What follows belongs to an exercise in optimizing a design on an open flow for small area; a production flow would make more cautious choices.
For this run, only the layout was checked, not whether the RTL still works.
Power is estimated from default activity; no workload was simulated.

File: flow/run.sh
#!/bin/bash
# synth_recipe.tcl (not shown) runs the flow's synth.tcl, then flattens the netlist and writes it again
# the make line also repeats each setting of config.mk as NAME=value (left out here)
make -C /OpenROAD-flow-scripts/flow DESIGN_CONFIG=/design/flow/config.mk WORK_HOME=/design/flow/orfs CLKGATE_MAP_FILE= SYNTH_SCRIPT=/design/flow/synth_recipe.tcl finish
File: flow/config.mk
export PLATFORM = sky130hd
export DESIGN_NAME = busBridge3
export DESIGN_NICKNAME = busBridge3
export VERILOG_FILES = /design/flow/design.v
export SDC_FILE = /design/flow/constraint.sdc
export NUM_CORES = 4
export LEC_CHECK = 0
export CAP_MARGIN = 20
export CORE_MARGIN = 2
export CORE_UTILIZATION = 40
export SLEW_MARGIN = 20
File: flow/constraint.sdc
create_clock -name core_clock -period 5.0 [get_ports {i_CLK}]
set_input_delay 1.0000 -clock core_clock [delete_from_list [all_inputs] [get_ports {i_CLK}]]
set_output_delay 1.0000 -clock core_clock [all_outputs]
set_load 0.01 [all_outputs]
File: flow/design.v
`default_nettype none
module busBridge3
  (i_CLK,
   i_rst,
   i_dataRx,
   i_strobeRx,
   o_dataTx,
   i_strobeTx,
   i_strobeSync,
   o_busAddr,
   o_busData,
   i_busData,
   o_busWe,
   o_busRe,
   i_busAck  
   );
   input wire   i_CLK;      
   input wire   i_rst;  
   input wire [7:0] i_dataRx;
   input wire 	    i_strobeRx;  
   output wire [7:0] o_dataTx;
   input wire 	     i_strobeTx;  
   input wire 	     i_strobeSync;
   output reg [31:0] o_busAddr;
   output reg [31:0] o_busData;
   input wire [31:0] i_busData;
   output reg 	     o_busWe;   
   output reg 	     o_busRe;
   input wire 	     i_busAck;
   localparam STROBE_TX_DELAY = 32'd2;  
   reg 		     pendingRead;
   reg [15:0] 	     readMargin;
   reg [15:0] 	     readMarginMin;
   reg [31:0] 	     shiftIn;
   wire [31:0] 	     nextShiftIn = {i_dataRx, shiftIn[31:8]};
   reg [31:0] 	     shiftOut;
   wire [31:0] 	     nextShiftOut = {8'd0, shiftOut[31:8]};
   assign o_dataTx = shiftOut[7:0];
   localparam STATE_IDLE = 8'd0;
   localparam STATE_ADDRINC = 8'd1;
   localparam STATE_WORDWIDTH = 8'd2;
   localparam STATE_NWORDS = 8'd3;
   localparam STATE_ADDRWRITE = 8'd4;
   localparam STATE_WRITE = 8'd5;
   localparam STATE_ADDRREAD = 8'd6;
   localparam STATE_READ = 8'd7;
   localparam STATE_MARGIN = 8'd8;
   reg [1:0] 	     nRemMinusOne;
   reg [7:0] 	     state;
   reg [31:0] 	     addr;
   reg [7:0] 	     config_addrInc;
   reg [1:0] 	     config_wordwidthMinusOne;
   reg [15:0] 	     config_nWordsMinusOne;
   reg [15:0] 	     countNWords;
   task doRead(input [31:0] newAddr, input[15:0] paramCountMinusOne);
      begin
	 o_busRe <= 1'b1;
	 o_busAddr <= newAddr;
	 pendingRead <= 1'b1;
	 addr <= newAddr + {24'd0, config_addrInc};
	 readMargin <= 16'd0;	 
	 if (paramCountMinusOne == 16'd0) begin
	    state <= STATE_IDLE;
	    nRemMinusOne <= 2'd0;		 
	    countNWords <= 16'dx;		 
	 end else begin
	    countNWords <= paramCountMinusOne - 16'd1;
	    state <= STATE_READ;
	    nRemMinusOne <= config_wordwidthMinusOne;		 
	 end
      end
   endtask   
   always @(posedge i_CLK) begin
      o_busWe <= 1'b0;
      o_busRe <= 1'b0;      
      o_busAddr <= 32'bx;      
      o_busData <= 32'bx;      
      readMargin <= (readMargin == 16'hFFFF) ? readMargin : readMargin + 16'd1;
      if (i_strobeTx) begin
	 shiftOut 	<= nextShiftOut;
	 if (pendingRead)
	   readMarginMin <= 16'd0;  
	 else
	   readMarginMin <= readMargin < readMarginMin ? readMargin : readMarginMin;  
      end
      if (i_busAck & pendingRead) begin
	 shiftOut <= i_busData;
	 pendingRead <= 1'b0;
	 readMargin <= 16'd0;
      end
      if (i_strobeRx) begin
	 shiftIn <= nextShiftIn;
	 nRemMinusOne <= nRemMinusOne - 2'd1;
	 if (nRemMinusOne == 2'd0) begin
	    case (state)
	      STATE_IDLE: begin
		 case (i_dataRx)
		   STATE_ADDRWRITE: begin
		      state <= i_dataRx; 
		      nRemMinusOne <= 2'd3;
		   end
		   STATE_WRITE: begin
		      state <= i_dataRx;
		      countNWords <= config_nWordsMinusOne;
		      nRemMinusOne <= config_wordwidthMinusOne;      
		   end
		   STATE_ADDRREAD: begin
		      state <= i_dataRx; 
		      nRemMinusOne <= 2'd3;
		   end
		   STATE_ADDRINC: begin
		      state <= i_dataRx; 
		      nRemMinusOne <= 2'd0;
		   end
		   STATE_WORDWIDTH: begin 
		      state <= i_dataRx; 
		      nRemMinusOne <= 2'd0;
		   end
		   STATE_NWORDS: begin 
		      state <= i_dataRx; 
		      nRemMinusOne <= 2'd1;
		   end
		   STATE_READ: begin
		      doRead(addr, config_nWordsMinusOne);
		   end
		   STATE_MARGIN: begin
		      state <= i_dataRx; 
		      nRemMinusOne <= 2'd0;
		      if (pendingRead) begin
			 shiftOut <= 16'd0;
			 pendingRead <= 1'b0;
		      end else begin
			 shiftOut <= (readMarginMin < STROBE_TX_DELAY) ? 32'd0 : readMarginMin - STROBE_TX_DELAY;
		      end
		      readMarginMin <= 16'hFFFF;
		   end
		   default: begin 
		      state <= STATE_IDLE;
		      nRemMinusOne <= 2'd0;
		   end
		 endcase
	      end
	      STATE_ADDRWRITE: begin 
		 addr <= nextShiftIn;
		 state <= STATE_WRITE;
		 countNWords <= config_nWordsMinusOne;
		 nRemMinusOne <= config_wordwidthMinusOne;      
	      end
	      STATE_ADDRREAD: begin
		 doRead(nextShiftIn, config_nWordsMinusOne);
	      end
	      STATE_ADDRINC: begin 
		 config_addrInc <= nextShiftIn[31:24];
		 state <= STATE_IDLE;
		 nRemMinusOne <= 2'd0;
	      end
	      STATE_WORDWIDTH: begin
		 config_wordwidthMinusOne <= nextShiftIn[31:24];
		 state <= STATE_IDLE;
		 nRemMinusOne <= 2'd0;
	      end
	      STATE_NWORDS: begin
		 config_nWordsMinusOne <= nextShiftIn[31:16];
		 state <= STATE_IDLE;
		 nRemMinusOne <= 2'd0;
	      end
	      STATE_WRITE: begin
		 o_busWe <= 1'b1;
		 o_busAddr <= addr;		 
		 case (config_wordwidthMinusOne)
		   2'd0: o_busData <= {24'd0, nextShiftIn[31:24]};		   
		   2'd1: o_busData <= {16'd0, nextShiftIn[31:16]};
		   2'd2: o_busData <= {8'd0, nextShiftIn[31:8]};
		   2'd3: o_busData <= nextShiftIn;
		 endcase
		 addr <= addr + {24'd0, config_addrInc};
		 if (countNWords == 16'd0) begin
		    state <= STATE_IDLE;
		    nRemMinusOne <= 2'd0;		 
		    countNWords <= 16'dx;		 
		 end else begin
		    countNWords <= countNWords - 16'd1;
		    nRemMinusOne <= config_wordwidthMinusOne;		 
		 end
	      end
	      STATE_READ: begin
		 doRead(addr, countNWords);
	      end
	      STATE_MARGIN: begin
		 state <= STATE_IDLE;
		 nRemMinusOne <= 2'd0;		 	      
	      end
	      default: begin
		 state <= STATE_IDLE;
		 nRemMinusOne <= 2'd0;		 	      
	      end
	    endcase
	 end  
      end  
      if (i_strobeSync) begin
	 state <= STATE_IDLE;
	 nRemMinusOne <= 2'd0;
	 pendingRead <= 1'b0;	 
      end
      if (i_rst) begin
	 o_busWe <= 1'b0;
	 o_busRe <= 1'b0;
	 o_busAddr <= 32'd0;
	 pendingRead <= 1'b0;
	 readMargin <= 16'hFFFF;
	 readMarginMin <= 16'hFFFF;
	 shiftIn <= 32'd0;
	 shiftOut <= 32'd0;
	 nRemMinusOne <= 2'd0;
	 state <= STATE_IDLE;
	 addr <= 32'd0;
	 config_addrInc <= 8'd1;
	 config_wordwidthMinusOne <= 2'd3;
	 config_nWordsMinusOne <= 16'd0;
	 countNWords <= 16'd0;
      end
   end   
endmodule
==> impl_results.rst <==
.. list-table::
   :header-rows: 1

   * - Metric
     - Value
   * - Worst flop-to-flop path startpoint
     - state[3]
   * - Final total power
     - 5430 uW
   * - Number of design rule violations left after detail routing
     - 0
   * - CTS tree
     - built
   * - Number of gates given a new drive strength after cts
     - 0
   * - Top flip-flop cell by instance count after synthesis
     - sky130_fd_sc_hd__dfxtp_1
   * - Slowest-stage cell, CP
     - sky130_fd_sc_hd__or4_1
   * - Setup Crit Path Kind
     - reg -> reg
   * - Maximum number of pins on one net before global-route repair
     - 64
   * - Diode insertion count for antenna repair
     - 0
   * - Via count of the first global-routing pass
     - 11400
   * - Worst slack on hold paths
     - 0.457 ns
   * - Fraction of synthesized cell area taken by the top area cell type
     - 0.368
   * - Count of endpoints failing hold in the final timing report
     - 0
   * - Post-Syn Instances
     - 1588
   * - Post-CTS setup repair buffer count
     - 0
   * - Die Wd
     - 184 um
   * - Internal power of the cells
     - 3860 uW
   * - Crit path buffers/inverters
     - 0
   * - Reported leakage power
     - 0.00625 uW
   * - Util after Layout
     - 0.479
   * - Number of max-cap violations
     - 0
   * - Share of total power in combinational logic
     - 0.210
   * - Length of the first detailed-routing pass in iterations
     - 7
   * - Site row count
     - 66
   * - Net Count, Synth
     - 1663
   * - H-tree levels
     - 1
   * - Status
     - finished clean
   * - Count of clock tree sinks
     - 239
   * - Switching component of the power
     - 1570 uW
   * - R2r endpoint
     - addr[16]
   * - Ratio of final minimum period to clock period
     - 0.928
   * - Yosys warns
     - 1
   * - Post-detailed-route via-to-cell ratio
     - 5.77
   * - Clock-pin transition on the worst setup and hold timing paths
     - 0.06 ns
   * - Number of synthesized flops with an enable pin
     - 0
   * - Residual overflow from global routing
     - 0
   * - Worst hold path class
     - reg -> reg
   * - Kind of cell adding the most delay to the critical path
     - simple AND/OR/NAND/NOR gates
   * - Clock Root Buffer
     - sky130_fd_sc_hd__clkbuf_16
   * - Cts bufs inserted
     - 28
   * - FF-to-FF path depth
     - 13
   * - Fraction of registers with async set/reset
     - 0
   * - Iteration-0 DRC count of the detailed router
     - 970
   * - Die extent in y
     - 184 um
   * - Clock Power Share
     - 0.389
   * - Worst slew pin tran
     - 1.01 ns
   * - Cells on Worst Hold Path
     - 2
   * - Nature of the critical path endpoint
     - register
   * - Register bit count reported by yosys
     - 239
   * - Standard cell core area
     - 32300 um2
   * - Antenna-violating nets left
     - 0
   * - Area growth from synthesis to layout
     - 19.0%
   * - Commonest cells in the netlist
     - 239 x sky130_fd_sc_hd__dfxtp_1, 169 x sky130_fd_sc_hd__nand2_1, 153 x sky130_fd_sc_hd__nor2_1
   * - Achievable Freq
     - 0.216 GHz
   * - Worst-path fanout max
     - 13
   * - Launching element type of the critical path
     - register
   * - Biggest area consumer among synthesized cells
     - sky130_fd_sc_hd__dfxtp_1
   * - Data required time of the critical path
     - 5.43 ns
   * - Cell depth of the worst setup path
     - 13
   * - Relative slew slack
     - 0.320
   * - Most common cell in the netlist
     - sky130_fd_sc_hd__dfxtp_1
   * - Synth top area cells
     - sky130_fd_sc_hd__dfxtp_1 37%, sky130_fd_sc_hd__mux2i_1 8.3%, sky130_fd_sc_hd__nand2_1 4.9%, sky130_fd_sc_hd__a21oi_1 4.4%, sky130_fd_sc_hd__nor2_1 4.4%
   * - Max clock buf depth
     - 3
   * - Total number of nets in the final design
     - 1720
   * - Setup repair after global routing missed its margin
     - false
   * - Clock latency reported for the late side of the worst-skew pair
     - 0.55 ns
   * - I/O pin count
     - 120
   * - Routed WL
     - 40.1 mm
   * - Count of unique library cells instantiated by Yosys
     - 82
   * - Final RePlAce weighted congestion
     - 0.895
   * - Dpl hpwl
     - 27.3 mm
   * - Power density over the cells
     - 351 nW/um2
   * - Post-synthesis cell area
     - 13000 um2
   * - Min Clock Period, post-route
     - 4.64 ns
   * - VDD IR max
     - 0.262 mV
   * - Antenna violations before repair
     - 0
   * - Share of total power in sequential cells
     - 0.401
   * - Number of I/O port buffers
     - 119
   * - Share of total power consumed by net switching
     - 0.289
   * - Highest cell delay on the worst timing path
     - 0.73 ns
   * - Maximum clock skew at final layout
     - 0.0251 ns
   * - Hold-fix buffer count after cts
     - 0
   * - Share of cells above drive strength 1
     - 0.0853
   * - Final setup violation count
     - 0
   * - Most numerous cell on the critical path
     - sky130_fd_sc_hd__nand2_1
   * - Cells along the critical path
     - or4_1 -> nor3_4 -> nand2_1 -> nand2_1 -> ha_1 -> fa_1 -> a211oi_1 -> nor2_1 -> o41a_1 -> nand2_1 -> or4b_2 -> a311oi_1 -> nor3_1
   * - First element of the critical path
     - state[3]
   * - Worst-case hold path end point
     - addr[2]
   * - Portion of the post-synthesis area used by sequential elements
     - 0.368
   * - All-Layer GR Usage
     - 0.231
   * - Max-slew violation total from the final report
     - 0
   * - Overall via count from detail_route
     - 12100
   * - Minimum setup slack among reg-to-reg paths
     - 0.36 ns
   * - Min-delay src
     - addr[2]
   * - Die ar.
     - 34000 um2
   * - Sum Neg Setup Slack
     - 0 ns
   * - Starting density of the core
     - 0.403
   * - Average routed wire per standard cell
     - 19.1 um
   * - Synth Area per Inst
     - 8.19 um2
   * - Global-route wire length before repair
     - 63.1 mm
   * - Data arrival time of the worst path
     - 5.07 ns
area by class of cell:
class | count | area, um2
timing repair buffer | 161 | 1500
sequential | 239 | 4780
clock inverter | 8 | 120
inverter | 38 | 143
fill | 3151 | 16800
clock buffer | 41 | 831
multi-input combinational | 1177 | 7540
tap | 442 | 553
power groups by stage:
stage	logic (uW)	registers, uW	clock network, uW
after floorplan	876	2160	0
after global placement	1110	2220	0
after detailed placement	1130	2220	0
after CTS	1140	2180	2160
after global routing	1270	2190	2230
final	1140	2180	2110
flip-flops by register name, summed over array words and instances, names as in the netlist, 16 cells and up:
register               count
addr                      32
config_nWordsMinusOne     16
countNWords               16
o_busAddr                 32
o_busData                 32
readMargin                16
readMarginMin             16
shiftIn                   24
shiftOut                  32
per-stage QoR:
| stage | area, um2 | instances | setup slack, ns |
|---|---|---|---|
| after global placement | 14500 | 2057 | 0.574 |
| after CTS | 15500 | 2106 | 0.467 |
| after floorplan | 13000 | 1588 | 0.460 |
| after global routing | 15500 | 2106 | 0.138 |
| after detailed placement | 14500 | 2057 | 0.502 |
| final | 15500 | 2106 | 0.361 |
layer usage:
metal / GRT usage / vias up / wire length [um]
met1: 0.313 / 5790 / 17900
met2: 0.382 / 412 / 18700
li1: - / 5878 / -
met4: 0.0736 / 0 / 1250
met5: 0 / - / 0
met3: 0.0312 / 67 / 2290
worst max-delay path by stage:
| stage | to |
|---|---|
| after floorplan | addr[10] |
| after global placement | addr[16] |
| after detailed placement | addr[16] |
| after CTS | addr[16] |
| after global routing | addr[16] |
| final | addr[16] |
kinds of logic after synthesis:
logic type / synth area share
adder cells (fa/ha/maj): 0.0285
AND/OR/NAND/NOR: 0.217
multiplexers: 0.107
buffers and inverters: 0.0528
flip-flops: 0.368
AO/OA/AOI/OAI: 0.193
XOR/XNOR: 0.0344
cell usage in the layout (no fill, tap or decap), types with 7 or more instances in the layout:
| cell | n |
|---|---|
| sky130_fd_sc_hd__a21o_1 | 12 |
| sky130_fd_sc_hd__xnor2_1 | 32 |
| sky130_fd_sc_hd__o22ai_1 | 17 |
| sky130_fd_sc_hd__mux2i_1 | 108 |
| sky130_fd_sc_hd__a22o_1 | 9 |
| sky130_fd_sc_hd__nand3_1 | 41 |
| sky130_fd_sc_hd__a211oi_1 | 28 |
| sky130_fd_sc_hd__nand4_1 | 28 |
| sky130_fd_sc_hd__o221ai_1 | 16 |
| sky130_fd_sc_hd__buf_4 | 43 |
| sky130_fd_sc_hd__a21oi_1 | 114 |
| sky130_fd_sc_hd__mux2_2 | 27 |
| sky130_fd_sc_hd__nor2_1 | 152 |
| sky130_fd_sc_hd__a311oi_1 | 12 |
| sky130_fd_sc_hd__o211ai_1 | 8 |
| sky130_fd_sc_hd__and2_1 | 7 |
| sky130_fd_sc_hd__a31oi_1 | 23 |
| sky130_fd_sc_hd__ha_1 | 28 |
| sky130_fd_sc_hd__nor2b_1 | 13 |
| sky130_fd_sc_hd__or3_1 | 9 |
| sky130_fd_sc_hd__xor2_1 | 19 |
| sky130_fd_sc_hd__nor3_1 | 41 |
| sky130_fd_sc_hd__and3_1 | 20 |
| sky130_fd_sc_hd__nand2_1 | 168 |
| sky130_fd_sc_hd__nand3b_1 | 10 |
| sky130_fd_sc_hd__clkbuf_16 | 29 |
| sky130_fd_sc_hd__clkdlybuf4s50_1 | 117 |
| sky130_fd_sc_hd__inv_1 | 35 |
| sky130_fd_sc_hd__o21ai_0 | 89 |
| sky130_fd_sc_hd__dfxtp_1 | 239 |
| sky130_fd_sc_hd__nor4_1 | 30 |
| sky130_fd_sc_hd__o31ai_1 | 8 |
worst min-delay path, cell delays in order (launching register included):
cell and delay, ns:
sky130_fd_sc_hd__dfxtp_1 0.31, sky130_fd_sc_hd__nand2_1 0.05, sky130_fd_sc_hd__a21oi_1 0.05

-- what the ideal ports hide --
How much do the figures lean on ideal ports? The routed layout below was timed once more, with nothing changed but the port constraints.
Step 1, drivers: a clkbuf_16 drives i_CLK and a buf_2 each remaining input, both assumed.
Step 2 moves the port delays by t, midway between the first and last clock arrival at a register: inputs arrive t later, outputs are due t later. That takes back most of the time a late clock gives input paths.
Slacks: ideal / step 1 / step 2; pairs: ideal / step 1.
t (ns): 0.589
setup WS [ns]: 0.361 / 0.361 / 0.361
hold slack, ns: 0.457 / 0.457 / 0.457
latest minus earliest clock arrival (ns): 0.025 / 0.025
After both steps setup and hold are still met in this run. The setup slack of this run moves by 0.000 ns with the drivers and by 0.000 ns with both steps.
